Background: an optimization exercise with open tools, aiming at small area. Do not read the settings as production practice. Only simulation tests tie the RTL to the original design; equivalence was not proved.

[design/flow/run.sh]
#!/bin/bash
# synth_recipe.tcl (not shown) runs the flow's synth.tcl, then flattens the netlist and writes it again
# the make line also repeats each setting of config.mk as NAME=value (left out here)
make -C /OpenROAD-flow-scripts/flow DESIGN_CONFIG=/design/flow/config.mk WORK_HOME=/design/flow/orfs CLKGATE_MAP_FILE= SYNTH_SCRIPT=/design/flow/synth_recipe.tcl finish
[design/flow/config.mk]
export PLATFORM = sky130hd
export DESIGN_NAME = simplified_snn
export DESIGN_NICKNAME = simplified_snn
export VERILOG_FILES = /design/flow/design.v
export SDC_FILE = /design/flow/constraint.sdc
export NUM_CORES = 8
export LEC_CHECK = 0
export CAP_MARGIN = 20
export CORE_MARGIN = 2
export CORE_UTILIZATION = 40
export SLEW_MARGIN = 20
[design/flow/constraint.sdc]
create_clock -name core_clock -period 15.0 [get_ports {clk}]
set_input_delay 3.0000 -clock core_clock [delete_from_list [all_inputs] [get_ports {clk}]]
set_output_delay 3.0000 -clock core_clock [all_outputs]
set_load 0.01 [all_outputs]
[design/flow/design.v]
module LPM_multiply (
	dataa,
	datab,
	result);
	input	[15:0]  dataa;
	input	[15:0]  datab;
	output	[31:0]  result;
	assign result = $signed(dataa) * $signed(datab);
endmodule
module rotator_16 (
  input wire clk,
  input wire rst,
  input wire init,
  input wire [4:0] iteration,
  input wire signed [16:0] tangle,
  input wire signed  [17:0]    x_i,
  input wire signed  [17:0]    y_i,
  input wire signed  [16:0] z_i,
  output wire signed [17:0]    x_o,
  output wire signed [17:0]    y_o,
  output wire signed [16:0] z_o
  );
  reg signed [17:0] x_1;
  reg signed [17:0] y_1;
  reg signed [16:0] z_1;
  wire signed [17:0] x_i_shifted;
  wire signed [17:0] y_i_shifted;
  assign x_i_shifted = x_i >>> (iteration+1);
  assign y_i_shifted = y_i >>> (iteration+1);
  always @ (posedge clk)
    if (rst) begin
      x_1 <= 0;
      y_1 <= 0;
      z_1 <= 0;
    end else begin
      if (init) begin
        x_1 <= x_i;
        y_1 <= y_i;
        z_1 <= z_i;
      end else
      if (z_i < 0) begin
        x_1 <= x_i - y_i_shifted;  
        y_1 <= y_i - x_i_shifted;  
        z_1 <= z_i + tangle;
      end else begin
        x_1 <= x_i + y_i_shifted;  
        y_1 <= y_i + x_i_shifted;  
        z_1 <= z_i - tangle;
      end
    end
  assign x_o = x_1;
  assign y_o = y_1;
  assign z_o = z_1;
endmodule
module cordic_16 (
  input wire clk,
  input wire rst,
  input wire init,
  input wire signed [17:0]    x_i,
  input wire signed [17:0]    y_i,
  input wire signed [16:0] theta_i,
  output wire signed [17:0]    x_o,
  output wire signed [17:0]    y_o,
  output wire signed [16:0] theta_o,
  output wire signed [17:0]    exp_o,
  output reg done
);
function [16:0] tanangle;
  input [4:0] i;
  begin
    case (i)
    5'd00: tanangle = 17'd17999;    
    5'd01: tanangle = 17'd8369;    
    5'd02: tanangle = 17'd4117;      
    5'd03: tanangle = 17'd2050;      
    5'd04: tanangle = 17'd1024;      
    5'd05: tanangle = 17'd512;      
    5'd06: tanangle = 17'd256;       
    5'd07: tanangle = 17'd128;       
    5'd08: tanangle = 17'd64;       
    5'd09: tanangle = 17'd32;        
    5'd10: tanangle = 17'd16;        
    5'd11: tanangle = 17'd8;        
    5'd12: tanangle = 17'd4;         
    5'd13: tanangle = 17'd2;         
    5'd14: tanangle = 17'd1;         
    5'd15: tanangle = 17'd0;         
    default:tanangle = 17'd0;
    endcase
  end
endfunction
  reg [4:0] iteration;
  reg repeat_3;
  reg repeat_12;
  wire signed [17:0] x,y;
  wire signed [16:0] z;
  assign x = init ? x_i : x_o;
  assign y = init ? y_i : y_o;
  assign z = init ? theta_i : theta_o;
    always @ (posedge clk)
    if (init || rst) 
    begin
    iteration <= 0;
    repeat_3  <= 0;
    repeat_12 <= 0;
    end
    else if(repeat_3 == 0 && iteration == 3)
    begin
    repeat_3  <= 1;
    iteration <= 3;
    end
    else if(repeat_12 == 0 && iteration == 12)
    begin
    repeat_12 <=1;
    iteration <=12;
    end
    else 
    begin
    iteration <= iteration + 1;
    repeat_3  <= 0;
    repeat_12 <= 0;
    end
  always @ (posedge clk  )
  if (rst) done <= 0;
    else if (iteration == (16-1)) done <= 1;
    else done<=0;
  rotator_16 U (clk,rst,init,iteration,tanangle(iteration),x,y,z,x_o,y_o,theta_o);
  assign exp_o = x_o+y_o;
endmodule
module synapse #(
    parameter DW = 16, T_DW = 4
)(
    input wire clk,
    input wire rst,
    input wire en,
    input wire [DW - 1 : 0] weights_w,
    input wire write_enable,
    output reg [DW - 1 : 0] weights_r,
    input wire read_enable,
    input wire [7:0] pre_spiking,
    output reg signed [DW - 1 : 0] spking_value,
    output reg post_en,
    input wire update_en,
    input wire signed [DW - 1 : 0] learning_rate
    );
    localparam IDLE = 3'b000;
    localparam FORWARD = 3'b001;
    localparam COMPUTE = 3'b010;
    localparam UPDATE = 3'b011;
    reg [2 : 0] fsm_state;
    reg [2 : 0] fsm_next_state;
    reg compute_finish;
    always@(posedge clk) begin
        if(rst) begin
            fsm_state <= IDLE;
        end
        else if(en) fsm_state <= fsm_next_state;
    end
    always@(*) begin
        case(fsm_state)
            IDLE: begin
                if(en) begin
                    fsm_next_state = FORWARD;
                end
                else fsm_next_state = fsm_state;
            end
            FORWARD: begin
                if(en) begin
                    if(update_en) fsm_next_state = COMPUTE;
                    else fsm_next_state = fsm_state;
                end
                else fsm_next_state = fsm_state;
            end
            COMPUTE: begin
                if(en) begin
                   if(compute_finish) fsm_next_state = UPDATE;
                   else fsm_next_state = fsm_state;
                end
                else fsm_next_state = fsm_state;                
            end
            UPDATE: begin
                if(en) fsm_next_state = FORWARD;
                else fsm_next_state = fsm_state;                
            end
            default: fsm_next_state = IDLE;
        endcase
    end
    reg [T_DW - 1 : 0] pre_trace;
    reg [T_DW - 1 : 0] post_trace;
    always@(posedge clk) begin
        if (rst) begin
            pre_trace <= 0;
        end
        else begin
            if (en) begin
                if(pre_spiking) pre_trace <= pre_trace + 1;
            end
        end
    end
    reg signed [DW - 1 : 0] weights;
    always@(posedge clk) begin
        if(rst) begin 
            spking_value <= 0;
            post_en <= 0;
        end
        else if(en) begin
            if(pre_spiking)begin
                spking_value <= weights;
                post_en <= 1'b1;
            end
            else post_en <= 1'b0;
        end
    end
    wire signed [DW - 1 : 0] beta = 16'he667;  
    wire signed [DW : 0] betaw;
    LPM_multiply beta_w (beta,weights,betaw);
    wire signed [DW - 1 : 0] wmax = 16'h7fff;  
    wire signed [DW - 1 : 0] wmax_w;
    assign wmax_w = wmax - weights;
    wire signed [DW : 0] betawmaxw;
    LPM_multiply beta_wmax_w (beta,wmax_w,betawmaxw);
    wire cordic_opa;  
    wire signed [DW + 1 : 0] expbetaw;
    wire signed [DW + 1 : 0] expbetawmax_w;
    wire cordic_betaw_finish;
    wire cordic_betawmax_w_finish;
    assign cordic_opa = ~(fsm_state == COMPUTE);
    reg cordic_temp;
    reg cordic_init;
    always@(posedge clk) begin
        if(rst) cordic_temp <= 1'b0;
        else cordic_temp <= cordic_opa;
    end
    always@(posedge clk) begin
        if(rst) cordic_init <= 1'b0;
        else if (~cordic_opa) cordic_init <= cordic_opa ^ cordic_temp;
    end
    cordic_16 cordic_betaw (
    .clk(clk),.rst(cordic_opa),.init(cordic_init),.x_i(18'd39567),.y_i(0),.theta_i(betaw),.exp_o(expbetaw),.done(cordic_betaw_finish)
    );
    cordic_16 cordic_betawmax_w (
    .clk(clk),.rst(cordic_opa),.init(cordic_init),.x_i(18'd39567),.y_i(0),.theta_i(betawmaxw),.exp_o(expbetawmax_w),.done(cordic_betawmax_w_finish)
    );
    reg delay_for_mul1, delay_for_mul2;  
    always@(posedge clk) begin
        if(rst) delay_for_mul1 <= 0;
        else if(en) delay_for_mul1 <= cordic_betaw_finish & cordic_betawmax_w_finish;
    end
    always@(posedge clk) begin
        if(rst) delay_for_mul2 <= 0;
        else if(en) delay_for_mul2 <= delay_for_mul1;
    end       
    always@(posedge clk) begin
        if(rst) compute_finish <= 0;
        else if(en) compute_finish <= delay_for_mul2;
    end 
    reg [T_DW - 1 : 0] pre_trace_temp;
    always@(posedge clk) begin
        if(rst) begin
            pre_trace_temp <= 0;
        end
        else if(en) begin
            if(update_en) pre_trace_temp <= pre_trace;
        end
    end
    wire signed [DW + 1 : 0] diff;
    assign diff = expbetaw - expbetawmax_w;
    wire signed [DW + T_DW + 2 : 0] diff_trace;
    LPM_multiply difftrace ({1'b0,pre_trace_temp}, diff, diff_trace);
    wire signed [DW - 1 : 0] derta_w;
    LPM_multiply dertaw (diff_trace[DW + T_DW + 1 : T_DW + 2],learning_rate,derta_w);
    always@(posedge clk) begin
        if(rst) begin
            weights <= 0;
        end
        else if(en) begin
            if(fsm_state == UPDATE) begin 
                weights <= weights + derta_w;
            end
            else if(read_enable) weights_r <= weights;
        end
        else if(write_enable) weights <= weights_w;
    end
endmodule
module exc_neuron  #(    
	parameter ENCODE_TIME = 23, T_WINDOW = 250
)(
    input wire clk,
    input wire rst,
    input wire en,
    input wire signed [15 : 0] spiking_value,    
    output reg out_spike
    );
	 localparam signed [15 : 0] threshold = 16'sh0960; 
	 wire [15 : 0] refractory_cnt = 16'd0;
	 reg signed [15 : 0] potential;     
	 always@(posedge clk) begin
		if (rst) begin
			potential <= 0;
         out_spike <= 0;
		end
		else if (en) begin
			potential <= potential + spiking_value;
		end
		if(en) begin
            if(refractory_cnt == 16'd0) begin
                potential <= potential + spiking_value;
                if((potential >= threshold) ) begin 
                    potential <= 16'b0;
                    out_spike <= 1'b1;
                end
                else out_spike <= 1'b0;
            end
            else begin
                potential <= potential;         
                out_spike <= 1'b0; 
            end
        end
	 end
endmodule
module input_neuron #(
    parameter ENCODE_TIME = 23, T_WINDOW = 250
)(
    input wire clk,
    input wire rst,
    input wire en,
	 input wire[11:0] Sensor_input,
	 input wire[9:0] Material_type,
	 output reg [7:0] Pre_spike
);
	wire [11:0] potential;
	reg [18:0] spike;
	assign potential = Sensor_input;
	always @(posedge clk) 
	begin
	spike <= potential * 100;
	Pre_spike <= spike / 4096;
	end
endmodule
module hidden_neuron  #(    
	parameter ENCODE_TIME = 23, T_WINDOW = 250
)(
    input wire clk,
    input wire rst,
    input wire en,
    input wire signed [15 : 0] spiking_value,    
    output reg out_spike
    );
	 localparam signed [15 : 0] threshold = 16'sh0960; 
	 wire [15 : 0] refractory_cnt = 16'd0;
	 reg signed [15 : 0] potential;     
	 always@(posedge clk) begin
		if (rst) begin
			potential <= 0;
         out_spike <= 0;
		end
		else if (en) begin
			potential <= potential + spiking_value;
		end
		if(en) begin
            if(refractory_cnt == 16'd0) begin
                potential <= potential + spiking_value;
                if((potential >= threshold) ) begin 
                    potential <= 16'b0;
                    out_spike <= 1'b1;
                end
                else out_spike <= 1'b0;
            end
            else begin
                potential <= potential;         
                out_spike <= 1'b0; 
            end
        end
	 end
endmodule
module simplified_snn #(
    parameter DW = 16, INPUTNUM = 4, EXCNUM = 2, INT_DW = 8
)(
    input wire clk,
    input wire rst,
    input wire en,
	 input wire[11:0] Sensor_input_fl,
	 input wire[11:0] Sensor_input_ml,
	 input wire[11:0] Sensor_input_mr,
	 input wire[11:0] Sensor_input_fr,
	 output wire[1 : 0] Output_spike
    );
    wire [3 : 0] hidden_spike;
    wire [9:0] Material_type_0, Material_type_1, Material_type_2, Material_type_3;
    wire signed [15 : 0] synapses_results_0_0, synapses_results_0_1, synapses_results_0_2, synapses_results_0_3;
    wire signed [15 : 0] synapses_results_1_0, synapses_results_1_1, synapses_results_1_2, synapses_results_1_3;
    wire signed [15 : 0] synapses_results_2_0, synapses_results_2_1, synapses_results_2_2, synapses_results_2_3;
    wire signed [15 : 0] synapses_results_3_0, synapses_results_3_1, synapses_results_3_2, synapses_results_3_3;
    wire signed [15 : 0] ex_syn_res_0_0, ex_syn_res_0_1;
    wire signed [15 : 0] ex_syn_res_1_0, ex_syn_res_1_1;
    wire signed [15 : 0] ex_syn_res_2_0, ex_syn_res_2_1;
    wire signed [15 : 0] ex_syn_res_3_0, ex_syn_res_3_1;
    wire signed [15 : 0] init_sum_0, init_sum_1, init_sum_2, init_sum_3;
    wire signed [15 : 0] after_sum_0, after_sum_1;
    wire out_en;
    wire [7:0] Pre_spike_0, Pre_spike_1, Pre_spike_2, Pre_spike_3;
    reg weights_en;
    always@(posedge clk) begin
        if(rst) weights_en <= 1'b0;
        else if (en) weights_en <= en;
    end
    wire en_for_initweights;
    assign en_for_initweights = weights_en ^ en;
    assign Material_type_0 = 600;
    assign Material_type_1 = 3000;
    assign Material_type_2 = 3000;
    assign Material_type_3 = 600;
    input_neuron Far_Left (clk,rst,en,Sensor_input_fl,Material_type_0,Pre_spike_0);
    input_neuron Mid_Left (clk,rst,en,Sensor_input_ml,Material_type_1,Pre_spike_1);
    input_neuron Mid_Right (clk,rst,en,Sensor_input_mr,Material_type_2,Pre_spike_2);
    input_neuron Far_Right (clk,rst,en,Sensor_input_fr,Material_type_3,Pre_spike_3);
    synapse syn1_1 (.clk(clk), .rst(rst), .en(en), .write_enable(en_for_initweights), .read_enable(1'b0), .weights_w(38), .pre_spiking(Pre_spike_0),.spking_value(synapses_results_0_0),.update_en(hidden_spike[0]),.learning_rate(16'h0148));
    synapse syn1_2 (.clk(clk), .rst(rst), .en(en), .write_enable(en_for_initweights), .read_enable(1'b0), .weights_w(-100), .pre_spiking(Pre_spike_0),.spking_value(synapses_results_0_1),.update_en(hidden_spike[1]),.learning_rate(16'h0148));
    synapse syn1_3 (.clk(clk), .rst(rst), .en(en), .write_enable(en_for_initweights), .read_enable(1'b0), .weights_w(-31), .pre_spiking(Pre_spike_0),.spking_value(synapses_results_0_2),.update_en(hidden_spike[2]),.learning_rate(16'h0148));
    synapse syn1_4 (.clk(clk), .rst(rst), .en(en), .write_enable(en_for_initweights), .read_enable(1'b0), .weights_w(68), .pre_spiking(Pre_spike_0),.spking_value(synapses_results_0_3),.update_en(hidden_spike[3]),.learning_rate(16'h0148));
    synapse syn2_1 (.clk(clk), .rst(rst), .en(en), .write_enable(en_for_initweights), .read_enable(1'b0), .weights_w(-19), .pre_spiking(Pre_spike_1),.spking_value(synapses_results_1_0),.update_en(hidden_spike[0]),.learning_rate(16'h0148));
    synapse syn2_2 (.clk(clk), .rst(rst), .en(en), .write_enable(en_for_initweights), .read_enable(1'b0), .weights_w(25), .pre_spiking(Pre_spike_1),.spking_value(synapses_results_1_1),.update_en(hidden_spike[1]),.learning_rate(16'h0148));
    synapse syn2_3 (.clk(clk), .rst(rst), .en(en), .write_enable(en_for_initweights), .read_enable(1'b0), .weights_w(32), .pre_spiking(Pre_spike_1),.spking_value(synapses_results_1_2),.update_en(hidden_spike[2]),.learning_rate(16'h0148));
    synapse syn2_4 (.clk(clk), .rst(rst), .en(en), .write_enable(en_for_initweights), .read_enable(1'b0), .weights_w(2), .pre_spiking(Pre_spike_1),.spking_value(synapses_results_1_3),.update_en(hidden_spike[3]),.learning_rate(16'h0148));
    synapse syn3_1 (.clk(clk), .rst(rst), .en(en), .write_enable(en_for_initweights), .read_enable(1'b0), .weights_w(69), .pre_spiking(Pre_spike_2),.spking_value(synapses_results_2_0),.update_en(hidden_spike[0]),.learning_rate(16'h0148));
    synapse syn3_2 (.clk(clk), .rst(rst), .en(en), .write_enable(en_for_initweights), .read_enable(1'b0), .weights_w(-2), .pre_spiking(Pre_spike_2),.spking_value(synapses_results_2_1),.update_en(hidden_spike[1]),.learning_rate(16'h0148));
    synapse syn3_3 (.clk(clk), .rst(rst), .en(en), .write_enable(en_for_initweights), .read_enable(1'b0), .weights_w(-22), .pre_spiking(Pre_spike_2),.spking_value(synapses_results_2_2),.update_en(hidden_spike[2]),.learning_rate(16'h0148));
    synapse syn3_4 (.clk(clk), .rst(rst), .en(en), .write_enable(en_for_initweights), .read_enable(1'b0), .weights_w(-6), .pre_spiking(Pre_spike_2),.spking_value(synapses_results_2_3),.update_en(hidden_spike[3]),.learning_rate(16'h0148));
    synapse syn4_1 (.clk(clk), .rst(rst), .en(en), .write_enable(en_for_initweights), .read_enable(1'b0), .weights_w(18), .pre_spiking(Pre_spike_3),.spking_value(synapses_results_3_0),.update_en(hidden_spike[0]),.learning_rate(16'h0148));
    synapse syn4_2 (.clk(clk), .rst(rst), .en(en), .write_enable(en_for_initweights), .read_enable(1'b0), .weights_w(76), .pre_spiking(Pre_spike_3),.spking_value(synapses_results_3_1),.update_en(hidden_spike[1]),.learning_rate(16'h0148));
    synapse syn4_3 (.clk(clk), .rst(rst), .en(en), .write_enable(en_for_initweights), .read_enable(1'b0), .weights_w(-8), .pre_spiking(Pre_spike_3),.spking_value(synapses_results_3_2),.update_en(hidden_spike[2]),.learning_rate(16'h0148));
    synapse syn4_4 (.clk(clk), .rst(rst), .en(en), .write_enable(en_for_initweights), .read_enable(1'b0), .weights_w(-53), .pre_spiking(Pre_spike_3),.spking_value(synapses_results_3_3),.update_en(hidden_spike[3]),.learning_rate(16'h0148));
    assign init_sum_0 = synapses_results_0_0 + synapses_results_1_0 + synapses_results_2_0 + synapses_results_3_0;
    assign init_sum_1 = synapses_results_0_1 + synapses_results_1_1 + synapses_results_2_1 + synapses_results_3_1;
    assign init_sum_2 = synapses_results_0_2 + synapses_results_1_2 + synapses_results_2_2 + synapses_results_3_2;
    assign init_sum_3 = synapses_results_0_3 + synapses_results_1_3 + synapses_results_2_3 + synapses_results_3_3;
    hidden_neuron neu_1(clk,rst,en,init_sum_0,hidden_spike[0]);
    hidden_neuron neu_2(clk,rst,en,init_sum_1,hidden_spike[1]);
    hidden_neuron neu_3(clk,rst,en,init_sum_2,hidden_spike[2]);
    hidden_neuron neu_4(clk,rst,en,init_sum_3,hidden_spike[3]);
    synapse ex_syn1_1 (.clk(clk), .rst(rst), .en(en), .write_enable(en_for_initweights), .read_enable(1'b0), .weights_w(-67), .pre_spiking(hidden_spike[0]),.spking_value(ex_syn_res_0_0),.update_en(Output_spike[0]),.learning_rate(16'h0148));
    synapse ex_syn1_2 (.clk(clk), .rst(rst), .en(en), .write_enable(en_for_initweights), .read_enable(1'b0), .weights_w(-31), .pre_spiking(hidden_spike[0]),.spking_value(ex_syn_res_0_1),.update_en(Output_spike[1]),.learning_rate(16'h0148));
    synapse ex_syn2_1 (.clk(clk), .rst(rst), .en(en), .write_enable(en_for_initweights), .read_enable(1'b0), .weights_w(100), .pre_spiking(hidden_spike[1]),.spking_value(ex_syn_res_1_0),.update_en(Output_spike[0]),.learning_rate(16'h0148));
    synapse ex_syn2_2 (.clk(clk), .rst(rst), .en(en), .write_enable(en_for_initweights), .read_enable(1'b0), .weights_w(18), .pre_spiking(hidden_spike[1]),.spking_value(ex_syn_res_1_1),.update_en(Output_spike[1]),.learning_rate(16'h0148));
    synapse ex_syn3_1 (.clk(clk), .rst(rst), .en(en), .write_enable(en_for_initweights), .read_enable(1'b0), .weights_w(-45), .pre_spiking(hidden_spike[2]),.spking_value(ex_syn_res_2_0),.update_en(Output_spike[0]),.learning_rate(16'h0148));
    synapse ex_syn3_2 (.clk(clk), .rst(rst), .en(en), .write_enable(en_for_initweights), .read_enable(1'b0), .weights_w(-16), .pre_spiking(hidden_spike[2]),.spking_value(ex_syn_res_2_1),.update_en(Output_spike[1]),.learning_rate(16'h0148));
    synapse ex_syn4_1 (.clk(clk), .rst(rst), .en(en), .write_enable(en_for_initweights), .read_enable(1'b0), .weights_w(66), .pre_spiking(hidden_spike[3]),.spking_value(ex_syn_res_3_0),.update_en(Output_spike[0]),.learning_rate(16'h0148));
    synapse ex_syn4_2 (.clk(clk), .rst(rst), .en(en), .write_enable(en_for_initweights), .read_enable(1'b0), .weights_w(62), .pre_spiking(hidden_spike[3]),.spking_value(ex_syn_res_3_1),.update_en(Output_spike[1]),.learning_rate(16'h0148));
    assign after_sum_0 = ex_syn_res_0_0 + ex_syn_res_1_0 + ex_syn_res_2_0 + ex_syn_res_3_0;
    assign after_sum_1 = ex_syn_res_0_1 + ex_syn_res_1_1 + ex_syn_res_2_1 + ex_syn_res_3_1;
    exc_neuron Left (clk,rst,en,after_sum_0,Output_spike[0]);
    exc_neuron Right (clk,rst,en,after_sum_1,Output_spike[1]);
endmodule
==> run summary <==
-- worst register-to-register path, delay by kind of cell, from the launching register on --
kind            cells  cell delay [ns]
compound gates     10             2.57
flops               1             0.34
simple gates        6             1.09
buf+inv             8             0.45
fa+ha+maj          13             4.80
xor+xnor            6             1.36
-- cells in the final DEF, fill, tap and decap left out, types with 2296 or more instances in the layout --
| cell type | instances |
|---|---|
| xor2_1 | 2296 |
| ha_1 | 8147 |
| nor3_1 | 2341 |
| nand2_1 | 5951 |
| nor2_1 | 7629 |
| o21ai_0 | 3687 |
| xnor2_1 | 3980 |
| dfxtp_1 | 3905 |
| fa_1 | 3846 |
| inv_1 | 9561 |
| a21oi_1 | 5594 |
-- metrics by stage --
stage               instance area, um2
floorplan                       624600
global placement                643900
detailed placement              643900
CTS                             665100
global route                    665400
finish                          665500
-- logic make-up after synthesis --
group                    Yosys count  share of synthesized area [%]
buffers and inverters          13000                          7.942
other                              2                       0.001204
multiplexers                    2551                          5.223
XOR/XNOR                        6329                          8.984
AO/OA/AOI/OAI                  17510                          17.80
flip-flops                      4080                          13.26
adder cells (fa/ha/maj)        12000                          28.70
AND/OR/NAND/NOR                23950                          18.09
-- layout make-up --
class,count,area share [%]
diodes,97,0.03647
clock buffers,787,2.530
clock inverters,291,0.6518
inverters,9673,5.458
multi-input cells,62560,74.06
flip-flops and latches,4080,12.45
well taps,20700,3.892
repair buffers,773,0.9186
-- path summary, 6_finish.rpt --
| path | from | to | slack, ns | cells past startpoint |
|---|---|---|---|---|
| worst min-delay path | Mid_Right.spike[14] | Mid_Right.Pre_spike[2] | 0.30 | 0 |
| worst min register to register | Mid_Right.spike[14] | Mid_Right.Pre_spike[2] | 0.30 | 0 |
| worst max-delay path | syn1_3.cordic_betawmax_w.U.y_1[0] | syn1_3.weights[15] | 4.30 | 43 |
| worst max register to register | syn1_3.cordic_betawmax_w.U.y_1[0] | syn1_3.weights[15] | 4.30 | 43 |
-- layer usage --
metal / GRT usage (%) / wire (um) / vias up
met1: 30.13 / 820400 / 258500
li1: - / - / 267300
met3: 2.144 / 86910 / 2696
met4: 8.119 / 73180 / 2
met5: 0 / 13 / -
met2: 37.59 / 840200 / 12790
==> results.sh <==
export IMPL_status="complete, no violations"
export IMPL_drive_above_1_share_pct=4.773
export IMPL_post_cts_resized=0
export IMPL_via_count=541300
export IMPL_hold_violations=0
export IMPL_path_clk_slew_ns=0.06
export IMPL_grt_pass1_wl_mm=2906
export IMPL_first_pass_iters=6
export IMPL_ioPinCount=53
export IMPL_setup_viol=0
export IMPL_routedWlPerCell_um=18.40
export IMPL_ant_nets=0
export IMPL_cts_made_buffers=592
export IMPL_yosys_area_top_type="ha_1"
export IMPL_ys_async_sr_fraction_pct=0
export IMPL_drv_cap=0
export IMPL_synth_top_area_share_pct=16.35
export IMPL_fin_cells=98960
export IMPL_nets=89730
export IMPL_end_kind="register"
export IMPL_row_count=458
export IMPL_setup_ws_ns=4.297
export IMPL_min_period_over_period_pct=71.35
export IMPL_htree_levels=6
export IMPL_synth_cell_type_count=120
export IMPL_cp_required_ns=16.15
export IMPL_finalMaxSlewViolations=0
export IMPL_ys_seq_area_share_pct=13.26
export IMPL_fin_tns_setup_ns=0
export IMPL_critPathArrivalTime_ns=11.86
export IMPL_placed_cells=97790
export IMPL_grt_overflow_total=0
export IMPL_fin_crit_ns=10.70
export IMPL_hold_path_class="register to register"
export IMPL_drc=0
export IMPL_die_h_mm=1.253
export IMPL_clock_sinks=4080
export IMPL_slowest_delay_ns=0.70
export IMPL_yosys_warnings=47
export IMPL_routed_wl_mm=1821
export IMPL_synth_area_top_cells="ha_1 16%, dfxtp_1 13%, fa_1 12%, inv_1 5.8%, xnor2_1 5.6%"
export IMPL_synth_main_ff_cell="dfxtp_1"
export IMPL_postCtsSetupRepairBufs=0
export IMPL_rsz0062_at_grt="no"
export IMPL_die_w_mm=1.253
export IMPL_area_delta_synth_final_pct=6.704
export IMPL_grt_use_total_pct=22.47
export IMPL_core_area_um2=1555000
export IMPL_die_area_um2=1569000
export IMPL_fin_skew_ns=0.08442
export IMPL_viasPerCell=5.470
export IMPL_tightest_slew_ns=1.270
export IMPL_cp_top_family="adder cells"
export IMPL_grt_max_degree=180
export IMPL_clock_latency_ns=1.22
export IMPL_utilization_pct=42.81
export IMPL_port_buffers=52
export IMPL_synth_area_um2=623700
export IMPL_seqCellArea_um2=82850
export IMPL_drtIter0Drc=38450
export IMPL_slew_headroom_pct=14.23
export IMPL_cts_hold_buf=0
export IMPL_first_global_vias=525400
export IMPL_startpoint_type="register"
export IMPL_syn_inst=79410
export IMPL_gp_congestion=0.9333
export IMPL_initial_utilization_pct=40.12
export IMPL_n_fill_cell=157700
export IMPL_tritoncts="built"
export IMPL_multiInputGateArea_um2=492900
export IMPL_crit_top_cell="inv_1"
export IMPL_hold_slack_ns=0.2952
export IMPL_synth_avg_cell_area_um2=7.854
export IMPL_ys_top_cells_by_count="9589 x inv_1, 8150 x ha_1, 7641 x nor2_1"
export IMPL_synth_edf_count=102
export IMPL_yosysMostFrequentCell="inv_1"
export IMPL_clock_path_buffers=5
export IMPL_grt_antenna_before_repair=39
export IMPL_fmax_ghz=0.09343
export IMPL_cts_root_buf="clkbuf_16"
export IMPL_dp_hpwl_mm=1420
export IMPL_criticalPathCategory="register to register"
export IMPL_path_buf_inv=8
export IMPL_ys_seq_elements=4080
export IMPL_crit_fanout=5
export IMPL_dp_slack_ns=4.407
export IMPL_slowest_stage="a2111oi_0"

==> afterwards: timing with drivers on the ports <==
The flow's constraints put no driver on any port. The routed layout listed below was extracted and timed again, unchanged, in two steps. Step 1: set_driving_cell puts a clkbuf_16 on clk and a buf_2 on each other input, an assumption about the parent block. Step 2 times the ports against the registers' clock, not the clock port: input delays grow and output delays shrink by t, the midpoint of the rising clock arrivals with the driver on. a / b / c = ideal / step 1 / step 2; a / b = the first two.
t, ns: 1.368
slack for setup (ns): 4.297 / 4.297 / 4.297
slew at the worst register clock pin (ns): 0.07 / 0.07
After both steps this run still meets setup and hold. The setup slack of this run moves by 0.000 ns with the drivers and by 0.000 ns with both steps.
